This design comes from an exercise in tuning for small area and a short achievable clock period on the open sky130 flow, not from production work.
In this exercise RTL edits were held to simulation tests only and were not proved equivalent to the original.

## flow/design.v (module list and top-level ports; edited modules follow where they fit)
// module instruction_decoder: 14 lines
// module memory: 49 lines
// module alu: 7447 lines
// module top: 42 lines
module top (
    input  logic        clk,
    input  logic        reset,
    input  logic [31:0] instr,
    output logic [31:0] result
);
  // ...
==> flow/run.sh <==
#!/bin/bash
# synth_recipe.tcl (not shown) runs the flow's synth.tcl, then flattens the netlist and writes it again
# the make line also repeats each setting of config.mk as NAME=value (left out here)
make -C /OpenROAD-flow-scripts/flow DESIGN_CONFIG=/design/flow/config.mk WORK_HOME=/design/flow/orfs CLKGATE_MAP_FILE= SYNTH_SCRIPT=/design/flow/synth_recipe.tcl finish
==> flow/config.mk <==
export PLATFORM = sky130hd
export DESIGN_NAME = top
export DESIGN_NICKNAME = top
export VERILOG_FILES = /design/flow/design.v
export SDC_FILE = /design/flow/constraint.sdc
export NUM_CORES = 4
export LEC_CHECK = 0
export ABC_AREA = 1
export CAP_MARGIN = 20
export CORE_MARGIN = 2
export CORE_UTILIZATION = 60
export CTS_BUF_LIST = sky130_fd_sc_hd__clkbuf_8
export PLACE_DENSITY = 0.7
export SLEW_MARGIN = 20
==> flow/constraint.sdc <==
create_clock -name core_clock -period 250.0 [get_ports {clk}]
set_input_delay 50.0000 -clock core_clock [delete_from_list [all_inputs] [get_ports {clk}]]
set_output_delay 50.0000 -clock core_clock [all_outputs]
set_load 0.01 [all_outputs]
==> impl_summary.txt, run 1 <==
----------------------------------------------------
[Placed design]
  Pre-CTS setup slack ... roughly 160 ns
  Total of buffers placed on input and output ports ... 65

[Layout]
  Util after Layout ... 0.645
  Footprint of the multi-input gates ... between 0.04 and 0.05 sq mm
  Biggest cell category by area in the final layout ... multi-input combinational cells
  Registers with the most flip-flops ... u_mem.rec.hq: 384 flops, u_mem.rec.wq: 384 flops
  Non-clock buffer contribution to total cell area ... 0.0266

[Setup path]
  Levels on crit path ... ~190
  Setup slack, reg-to-reg ... around 210 ns
  Launch point of the worst path ... instr[19]

[Routing]
  Highest signal layer in the routed design ... met5

[Synth]
  Dominant combinational cell family by area after synthesis ... simple AND/OR/NAND/NOR gates
  Post-synth EDFFs ... between 700 and 800
  Sequential element share of the synthesized area ... 0.336
  Largest area contributor in the netlist ... sky130_fd_sc_hd__edfxtp_1
  Synth top area share ... 0.314
  Netlist area before placement ... around 0.073 sq mm
  Mux contribution to synthesized area ... 0

[Worst hold path]
  Hold Path End ... u_mem.valid[10]$_DFFE_PP0N_
  Cell depth of the worst hold path ... 2

[STA]
  Worst Skew ... 0.0960 ns
  Clock period minus final worst setup slack ... 90.37 ns
  Final setup slack of the worst path ... 159.63 ns
  Worst-case headroom to the max-slew limit ... 0.182

[Floorplanning]
  Initial standard-cell utilization of the core ... 0.604
  Vertical die dimension ... 354 um
  Floorplan die area ... 0.125 sq mm

[Run status]
  Outcome ... timing/DRC/antenna clean

[Global routing]
  Via count of the first global-routing pass ... 72300

[Clock tree]
  Clock latency reported for the late side of the worst-skew pair ... roughly 0.94 ns

----------------------------------------------------
==> run 2: changes to the inputs <==
--- a/flow/config.mk
+++ b/flow/config.mk
@@ -10,5 +10,7 @@
 export CORE_MARGIN = 2
 export CORE_UTILIZATION = 60
 export CTS_BUF_LIST = sky130_fd_sc_hd__clkbuf_8
+export CTS_CLUSTER_DIAMETER = 50
+export CTS_CLUSTER_SIZE = 12
 export PLACE_DENSITY = 0.7
 export SLEW_MARGIN = 20
==> impl_summary.txt, run 2 <==
----------------------------------------------------
[Synth]
  Count of state elements after synthesis ... about 830
  Ys flop type ... sky130_fd_sc_hd__edfxtp_1
  Sequential element share of the synthesized area ... 0.336 (unchanged)
  Most used standard cell by instance count after synthesis ... sky130_fd_sc_hd__nand2_1
  Post-synth EDFFs ... 768 (unchanged)
  Number of instances in the synthesized netlist ... ~10000
  Biggest area contributors in the synthesized netlist ... sky130_fd_sc_hd__edfxtp_1 31%, sky130_fd_sc_hd__nand2_1 17%, sky130_fd_sc_hd__nand3_1 8.9%, sky130_fd_sc_hd__inv_1 5.9%, sky130_fd_sc_hd__fa_1 4.6%
  Total of warnings raised by yosys ... 3
  Largest area contributor in the netlist ... sky130_fd_sc_hd__edfxtp_1
  Number of nets produced by synthesis ... 10700
  Share of flip-flops with an asynchronous set or reset ... 0.0769
  Netlist cell types ... between 70 and 80
  Netlist area before placement ... 0.0734 sq mm (unchanged)
  Synth top area share ... 0.314 (unchanged)
  Mean area per synthesized cell ... 7.17 sq um
  Most numerous cell types in the synthesized netlist ... 3267 x sky130_fd_sc_hd__nand2_1, 1312 x sky130_fd_sc_hd__nand3_1, 1158 x sky130_fd_sc_hd__inv_1

[Setup path]
  Slowest Stage Delay on Critical Path ... 0.74 ns
  Setup slack, reg-to-reg ... 209.09 ns (-0.16 ns)
  Bufs and invs on worst path ... 22
  End of the worst register-to-register path ... result[0]$_DFF_PP0_
  Number of cell instances on the worst register-to-register path ... approximately 190
  Critical path data required time ... approximately 250 ns
  Worst flop-to-flop path startpoint ... u_mem.valid[4]$_DFFE_PP0N_
  Data arrival time of the critical path ... roughly 91 ns
  Worst path slowest cell ... sky130_fd_sc_hd__xor2_1
  Crit path kind ... in2reg
  CP Capture Type ... flip-flop
  CP Max Fanout ... 35
  Top Family by Delay on Critical Path ... simple AND/OR/NAND/NOR gates
  CP startpoint kind ... primary input
  Critical Path Most Common Cell ... sky130_fd_sc_hd__nand2_1

[Clock tree]
  Clock-pin slew reported for the worst setup and hold paths after clock tree synthesis ... ~0.080 ns
  Post-CTS Resized ... 0
  Clk buf depth ... 3
  Maximum level of the CTS H-tree ... 3
  Clock buffer count from CTS ... 92
  Clock latency reported for the late side of the worst-skew pair ... 0.87 ns (-0.07 ns)
  Clock tree from TritonCTS ... yes
  Clock root buffer ... sky130_fd_sc_hd__clkbuf_8
  # hold bufs at CTS ... 0
  # clock sinks ... 832
  Number of post-CTS setup repair buffers ... 0

[Run status]
  Outcome ... timing/DRC/antenna clean

[Floorplanning]
  Placeable core region ... around 0.12 sq mm
  Floorplan die area ... 0.125 sq mm (unchanged)
  Number of rows in the core area ... around 130
  Initial standard-cell utilization of the core ... 0.604 (unchanged)
  Vertical die dimension ... 354 um (unchanged)
  Die Width ... between 300 and 400 um
  IO Pins ... 66

[Layout]
  Util after Layout ... 0.638 (-0.00730)
  Synthesis-to-finish area growth ... 5.59%
  Footprint of the multi-input gates ... 0.0422 sq mm (unchanged)
  Layout cells sized above 1 ... 0.0814
  Registers with the most flip-flops ... u_mem.rec.hq: 384 flops, u_mem.rec.wq: 384 flops
  Commonest cells after routing, fill and taps aside ... 3257 x sky130_fd_sc_hd__nand2_1, 1312 x sky130_fd_sc_hd__nand3_1, 1172 x sky130_fd_sc_hd__inv_1
  Final-stage net count ... ~11000
  Leading cell type in the layout, fill and taps excluded ... sky130_fd_sc_hd__nand2_1
  Final design instance area without fill ... between 0.07 and 0.08 sq mm
  Final-layout fill cell count ... about 11000
  Total area of sequential cells ... roughly 0.025 sq mm

[Routing]
  Post-detailed-route DRC marker count ... 0
  Remaining antenna violation count after routing ... 0
  Initial detailed-routing violation count ... 11100
  Routed Wire Length ... between 200000 and 300000 um
  Total number of vias ... 76100
  Avg WL per Cell ... around 25 um
  Avg Vias per Cell ... ~6.4
  TritonRoute pass-1 iters ... 7

[STA]
  Worst Skew ... 0.0808 ns (-0.0152 ns)
  Period utilization ... 0.362
  Number of endpoints failing setup at the final stage ... 0
  Number of endpoints with negative hold slack in the final report ... 0
  Clock period minus final worst setup slack ... 90.52 ns (+0.151 ns)
  Sum Neg Setup Slack ... 0 ns
  Maximum clock frequency ... roughly 11 MHz
  Setup repair after global routing missed its margin ... false
  Tightest Pin Transition ... roughly 1.1 ns
  Final setup slack of the worst path ... 159.48 ns (-0.151 ns)
  Worst-case headroom to the max-slew limit ... 0.235 (+0.0523)
  Max-slew violation count ... 0

[Placed design]
  Total of buffers placed on input and output ports ... 65 (unchanged)
  Half-perimeter wire length after detailed placement ... 210000 um
  Placed Area ... roughly 0.076 sq mm
  Placer congestion estimate ... approximately 1.0
  Pre-CTS setup slack ... 160.30 ns (unchanged)

[Global routing]
  Pin count of the biggest net entering global routing ... approximately 60
  Remaining Overflow, GRT ... 0
  Antenna violations before repair ... 10
  Overall routing resource usage ... 0.459
  Via count of the first global-routing pass ... 71700 (-0.78%)
  Global-route wire length before repair ... between 400000 and 500000 um

[Worst hold path]
  Worst min-delay path startpoint ... u_mem.valid[10]$_DFFE_PP0N_
  Hold Path End ... u_mem.valid[10]$_DFFE_PP0N_
  Worst hold-check path type ... reg2reg
  Cell depth of the worst hold path ... 2 (unchanged)

[Job]
  Reported max-cap violation count ... 0

----------------------------------------------------
-- run 2: changes by cell type in the layout (fill, tap and decap cells not counted), moves of 2 or more --
cell / delta
sky130_fd_sc_hd__inv_6: +3
sky130_fd_sc_hd__clkinv_2: -8
sky130_fd_sc_hd__clkinv_16: -4
sky130_fd_sc_hd__clkinv_8: +3
sky130_fd_sc_hd__clkinv_4: -2
sky130_fd_sc_hd__clkinv_1: -27
sky130_fd_sc_hd__inv_1: -21
sky130_fd_sc_hd__inv_12: -3
sky130_fd_sc_hd__clkbuf_8: -43
sky130_fd_sc_hd__diode_2: -3
sky130_fd_sc_hd__inv_8: +9
-- run 2: tightest hold or removal path: stages, from the launching register on --
cell	delay, ns
sky130_fd_sc_hd__dfrtp_1	0.37
sky130_fd_sc_hd__inv_1	0.06
sky130_fd_sc_hd__o21ai_0	0.06
-- run 2: layout make-up --
class	count	share of cell area
multi-input cells	7813	0.544
flip-flops and latches	832	0.318
inverters	1286	0.0624
repair buffers	256	0.0269
well taps	1625	0.0262
clock buffers	94	0.0167
clock inverters	46	0.00597
diodes	6	0.000194
-- run 2: kinds of logic after synthesis --
group                    share of synthesized area
XOR/XNOR                                    0.0306
flip-flops                                   0.336
buffers and inverters                       0.0960
AND/OR/NAND/NOR                              0.377
AO/OA/AOI/OAI                               0.0796
adder cells (fa/ha/maj)                     0.0811
-- run 2: routing by layer --
| layer | track usage | vias up | share of wire |
|---|---|---|---|
| li1 | - | 34000 | - |
| met1 | 0.551 | 34900 | 0.34 |
| met2 | 0.710 | 5595 | 0.43 |
| met3 | 0.122 | 1502 | 0.14 |
| met4 | 0.339 | 12 | 0.089 |
| met5 | 0 | - | 0.00045 |
-- run 2: worst max path at each step --
stage | cells past startpoint | end | slack (ns) | startpoint
6_report | 188 | result[0]$_DFF_PP0_ | 159.48 | instr[19]
5_1_grt | 193 | result[0]$_DFF_PP0_ | 157.28 | instr[19]
4_1_cts | 191 | result[0]$_DFF_PP0_ | 161.06 | instr[16]
3_5_place_dp | 191 | result[0]$_DFF_PP0_ | 160.30 | instr[19]
3_3_place_gp | 193 | result[0]$_DFF_PP0_ | 160.73 | instr[19]
2_1_floorplan | 205 | result[0]$_DFF_PP0_ | 173.27 | instr[19]
-- run 2: stage by stage --
step | instances | hold WS [ns]
3_5_place_dp | 11800 | 0.508
3_3_place_gp | 11800 | 0.498
2_1_floorplan | 10300 | 0.468
6_report | 12000 | 0.533
5_1_grt | 12000 | 0.556
4_1_cts | 12000 | 0.526
==> run 3: changes to the inputs <==
--- a/flow/config.mk
+++ b/flow/config.mk
@@ -12,5 +12,5 @@
 export CTS_BUF_LIST = sky130_fd_sc_hd__clkbuf_8
 export CTS_CLUSTER_DIAMETER = 50
 export CTS_CLUSTER_SIZE = 12
-export PLACE_DENSITY = 0.7
+export PLACE_DENSITY = 0.85
 export SLEW_MARGIN = 20
==> impl_summary.txt, run 3 <==
----------------------------------------------------
[Setup path]
  Setup slack, reg-to-reg ... 209.01 ns (-0.08 ns)
  Top Family by Delay on Critical Path ... simple AND/OR/NAND/NOR gates
  Critical path data required time ... 250.69 ns (-0.05 ns)
  Data arrival time of the critical path ... 91.20 ns (-0.06 ns)
  Capturing instance or port of the critical path ... result[0]$_DFF_PP0_
  CP startpoint kind ... primary input
  CP Capture Type ... flip-flop
  Launch point of the worst path ... instr[19]
  Critical Path Most Common Cell ... sky130_fd_sc_hd__nand2_1
  Number of cell instances on the worst register-to-register path ... 182 (-3.2%)
  Crit path kind ... in2reg
  Worst flop-to-flop path startpoint ... u_mem.valid[5]$_DFFE_PP0N_
  End of the worst register-to-register path ... result[0]$_DFF_PP0_
  CP Max Fanout ... 35 (unchanged)
  Levels on crit path ... 183 (-2.7%)
  Bufs and invs on worst path ... 20 (-9.1%)
  Worst path slowest cell ... sky130_fd_sc_hd__nor3_1
  Slowest Stage Delay on Critical Path ... 0.88 ns (+0.14 ns)

[Placed design]
  Total of buffers placed on input and output ports ... 65 (unchanged)
  Half-perimeter wire length after detailed placement ... 211000 um (+0.51%)
  Placer congestion estimate ... 0.998 (-4.3%)
  Total instance count after detailed placement ... 11800 (-0.042%)

[Floorplanning]
  Die Width ... 354 um (unchanged)
  IO Pins ... 66 (unchanged)
  Floorplan die area ... 0.125 sq mm (unchanged)
  Initial standard-cell utilization of the core ... 0.604 (unchanged)
  Placeable core region ... 0.122 sq mm (unchanged)
  Number of rows in the core area ... 128 (unchanged)
  Vertical die dimension ... 354 um (unchanged)

[STA]
  Number of endpoints failing setup at the final stage ... 0 (unchanged)
  Clock period minus final worst setup slack ... 90.51 ns (-0.00600 ns)
  Number of endpoints with negative hold slack in the final report ... 0 (unchanged)
  Maximum clock frequency ... 11.0 MHz (about the same)
  Max-slew violation count ... 0 (unchanged)
  Worst Skew ... 0.0490 ns (-0.0318 ns)
  Worst-case headroom to the max-slew limit ... 0.225 (-0.00970)
  Tightest Pin Transition ... 1.16 ns (+0.0133 ns)
  Period utilization ... 0.362 (about the same)
  Setup repair after global routing missed its margin ... false
  Sum Neg Setup Slack ... 0 ns (unchanged)

[Synth]
  Netlist cell types ... 72 (unchanged)
  Most used standard cell by instance count after synthesis ... sky130_fd_sc_hd__nand2_1
  Mux contribution to synthesized area ... 0 (unchanged)
  Number of nets produced by synthesis ... 10700 (unchanged)
  Simple-gate share of the synthesized area ... 0.377 (unchanged)
  Largest area contributor in the netlist ... sky130_fd_sc_hd__edfxtp_1
  Ys flop type ... sky130_fd_sc_hd__edfxtp_1
  Biggest area contributors in the synthesized netlist ... sky130_fd_sc_hd__edfxtp_1 31%, sky130_fd_sc_hd__nand2_1 17%, sky130_fd_sc_hd__nand3_1 8.9%, sky130_fd_sc_hd__inv_1 5.9%, sky130_fd_sc_hd__fa_1 4.6%
  Post-synthesis xor/xnor area fraction ... 0.0306 (unchanged)
  Netlist area before placement ... 0.0734 sq mm (unchanged)
  Adder-cell share of the synthesized area ... 0.0811 (unchanged)
  Post-synth EDFFs ... 768 (unchanged)
  Synth top area share ... 0.314 (unchanged)
  Compound-gate portion of the synthesized area ... 0.0796 (unchanged)
  Share of flip-flops with an asynchronous set or reset ... 0.0769 (unchanged)
  Total of warnings raised by yosys ... 3 (unchanged)
  Number of instances in the synthesized netlist ... 10300 (unchanged)
  Most numerous cell types in the synthesized netlist ... 3267 x sky130_fd_sc_hd__nand2_1, 1312 x sky130_fd_sc_hd__nand3_1, 1158 x sky130_fd_sc_hd__inv_1
  Count of state elements after synthesis ... 832 (unchanged)
  Sequential element share of the synthesized area ... 0.336 (unchanged)
  Dominant combinational cell family by area after synthesis ... simple AND/OR/NAND/NOR gates
  Mean area per synthesized cell ... 7.17 sq um (unchanged)

[Clock tree]
  Clock latency reported for the late side of the worst-skew pair ... 0.80 ns (-0.07 ns)
  Number of post-CTS setup repair buffers ... 0 (unchanged)
  Clk buf depth ... 3 (unchanged)
  Clock-pin slew reported for the worst setup and hold paths after clock tree synthesis ... 0.09 ns (about the same)
  Maximum level of the CTS H-tree ... 3 (unchanged)
  # hold bufs at CTS ... 0 (unchanged)
  Post-CTS Resized ... 0 (unchanged)
  Clock root buffer ... sky130_fd_sc_hd__clkbuf_8
  # clock sinks ... 832 (unchanged)
  Clock buffer count from CTS ... 85 (-7.6%)
  Clock tree from TritonCTS ... yes

[Run status]
  Outcome ... timing/DRC/antenna clean

[Global routing]
  Remaining Overflow, GRT ... 0 (unchanged)
  Via count of the first global-routing pass ... 71500 (-0.27%)
  Global-route wire length before repair ... 437000 um (+0.56%)
  Antenna violations before repair ... 12 (+2)
  Pin count of the biggest net entering global routing ... 64 (+4.9%)
  Overall routing resource usage ... 0.462 (+0.00308)

[Routing]
  Post-detailed-route DRC marker count ... 0 (unchanged)
  Total number of vias ... 76800 (+0.90%)
  TritonRoute pass-1 iters ... 9 (+2)
  Avg Vias per Cell ... 6.42 (+0.91%)
  Initial detailed-routing violation count ... 12400 (+11%)
  Routed Wire Length ... 298000 um (+1.0%)
  Remaining antenna violation count after routing ... 0 (unchanged)
  Avg WL per Cell ... 24.9 um (+1.1%)

[Layout]
  Commonest cells after routing, fill and taps aside ... 3259 x sky130_fd_sc_hd__nand2_1, 1312 x sky130_fd_sc_hd__nand3_1, 1191 x sky130_fd_sc_hd__inv_1
  Synthesis-to-finish area growth ... 5.16%
  Layout cells sized above 1 ... 0.0774 (-0.00402)
  Count of non-filler cells in the finished layout ... 12000 (-0.017%)
  Final-stage net count ... 10700 (-0.11%)
  Registers with the most flip-flops ... u_mem.rec.hq: 384 flops, u_mem.rec.wq: 384 flops
  Leading cell type in the layout, fill and taps excluded ... sky130_fd_sc_hd__nand2_1

[Job]
  Reported max-cap violation count ... 0 (unchanged)

[Worst hold path]
  Worst hold-check path type ... reg2reg

----------------------------------------------------
run 3: cell count changes in the layout (fill, tap and decap cells not counted), sizes merged:
cell and change:
clkinvlp +1, clkbuf -9, bufinv -1, diode +4
buf -5, inv +14, clkinv -6
run 3: how the worst min path moves through the flow:
stage                          startpoint                          to  slack [ns]  depth (start not counted)
6_report       u_mem.valid[3]$_DFFE_PP0N_  u_mem.valid[3]$_DFFE_PP0N_        0.55                          2
5_1_grt        u_mem.valid[1]$_DFFE_PP0N_  u_mem.valid[1]$_DFFE_PP0N_        0.57                          2
4_1_cts        u_mem.valid[6]$_DFFE_PP0N_  u_mem.valid[6]$_DFFE_PP0N_        0.54                          2
3_5_place_dp   u_mem.valid[6]$_DFFE_PP0N_  u_mem.valid[6]$_DFFE_PP0N_        0.52                          2
3_3_place_gp   u_mem.valid[3]$_DFFE_PP0N_  u_mem.valid[3]$_DFFE_PP0N_        0.50                          2
2_1_floorplan  u_mem.valid[0]$_DFFE_PP0N_  u_mem.valid[0]$_DFFE_PP0N_        0.47                          2
run 3: worst register-to-register path, delay by kind of cell, from the launching register on:
| kind | cells | cell delay (ns) |
|---|---|---|
| AOI/OAI and AO/OA | 24 | 5.97 |
| xor gates and xnor gates | 3 | 1.44 |
| and+or+nand+nor | 125 | 24.40 |
| DFF | 1 | 0.41 |
| buffers and inverters | 19 | 3.74 |
| adders and majority gates | 11 | 4.91 |
run 3: logic make-up after synthesis:
family | after synthesis
flops | 832
xor+xnor | 257
simple gates | 6244
fa+ha+maj | 375
buf+inv | 1605
compound gates | 937
run 3: routing by layer:
layer,vias up,GRT usage,part of all wire
met4,8,0.260,0.069
met3,1401,0.157,0.16
met1,35100,0.590,0.35
li1,34000,-,-
met5,-,0,0.00024
met2,6206,0.686,0.42
run 3: area by class of cell:
type                    count  area (sq um)
clock inverters            54           353
inverters                1286          4840
fillers                 10700         44300
flip-flops and latches    832         24700
clock buffers              85          1170
diodes                     10          25.0
multi-input cells        7813         42100
repair buffers            251          2060
well taps                1625          2030
run 3: stage by stage:
step | setup WS [ns] | util | hold WS [ns] | area [sq um]
after floorplan | 173.27 | - | 0.468 | 73400
after global placement | 160.69 | 0.622 | 0.504 | 75600
after detailed placement | 160.15 | 0.622 | 0.519 | 75600
after CTS | 160.88 | 0.635 | 0.539 | 77200
after global routing | 157.05 | 0.635 | 0.569 | 77200
final | 159.49 | 0.635 | 0.548 | 77200

[afterwards: timing with drivers on the ports]
No port has a modelled driver above. Below, the same layouts with a new extraction and two added sets of constraints.
Step 1 sets driving cells, clkbuf_16 on the clock port and buf_2 on the other inputs (assumed; they add their load-dependent delay and slew).
Step 2 also shifts input and output timing later by t, the mid clock arrival at the registers, as if the neighbouring blocks saw the same clock.
Slacks: ideal / step 1 / step 2; pairs: ideal / step 1.
run	t, ns	slack for setup (ns)	worst hold slack (ns)	worst setup path at the end	clock arrival spread, ns
run 1	0.976	159.634 / 159.696 / 158.720	0.537 / 0.537 / 0.537	input to register	0.096 / 0.096
run 2	0.906	159.483 / 159.539 / 158.633	0.533 / 0.533 / 0.533	input to register	0.083 / 0.082
run 3	0.859	159.489 / 159.555 / 158.696	0.548 / 0.548 / 0.548	input to register	0.055 / 0.055
After both steps every run listed still meets setup and hold. For run 1, which loses most, drivers alone change the setup slack by +0.062 ns; drivers and shift together by -0.914 ns.
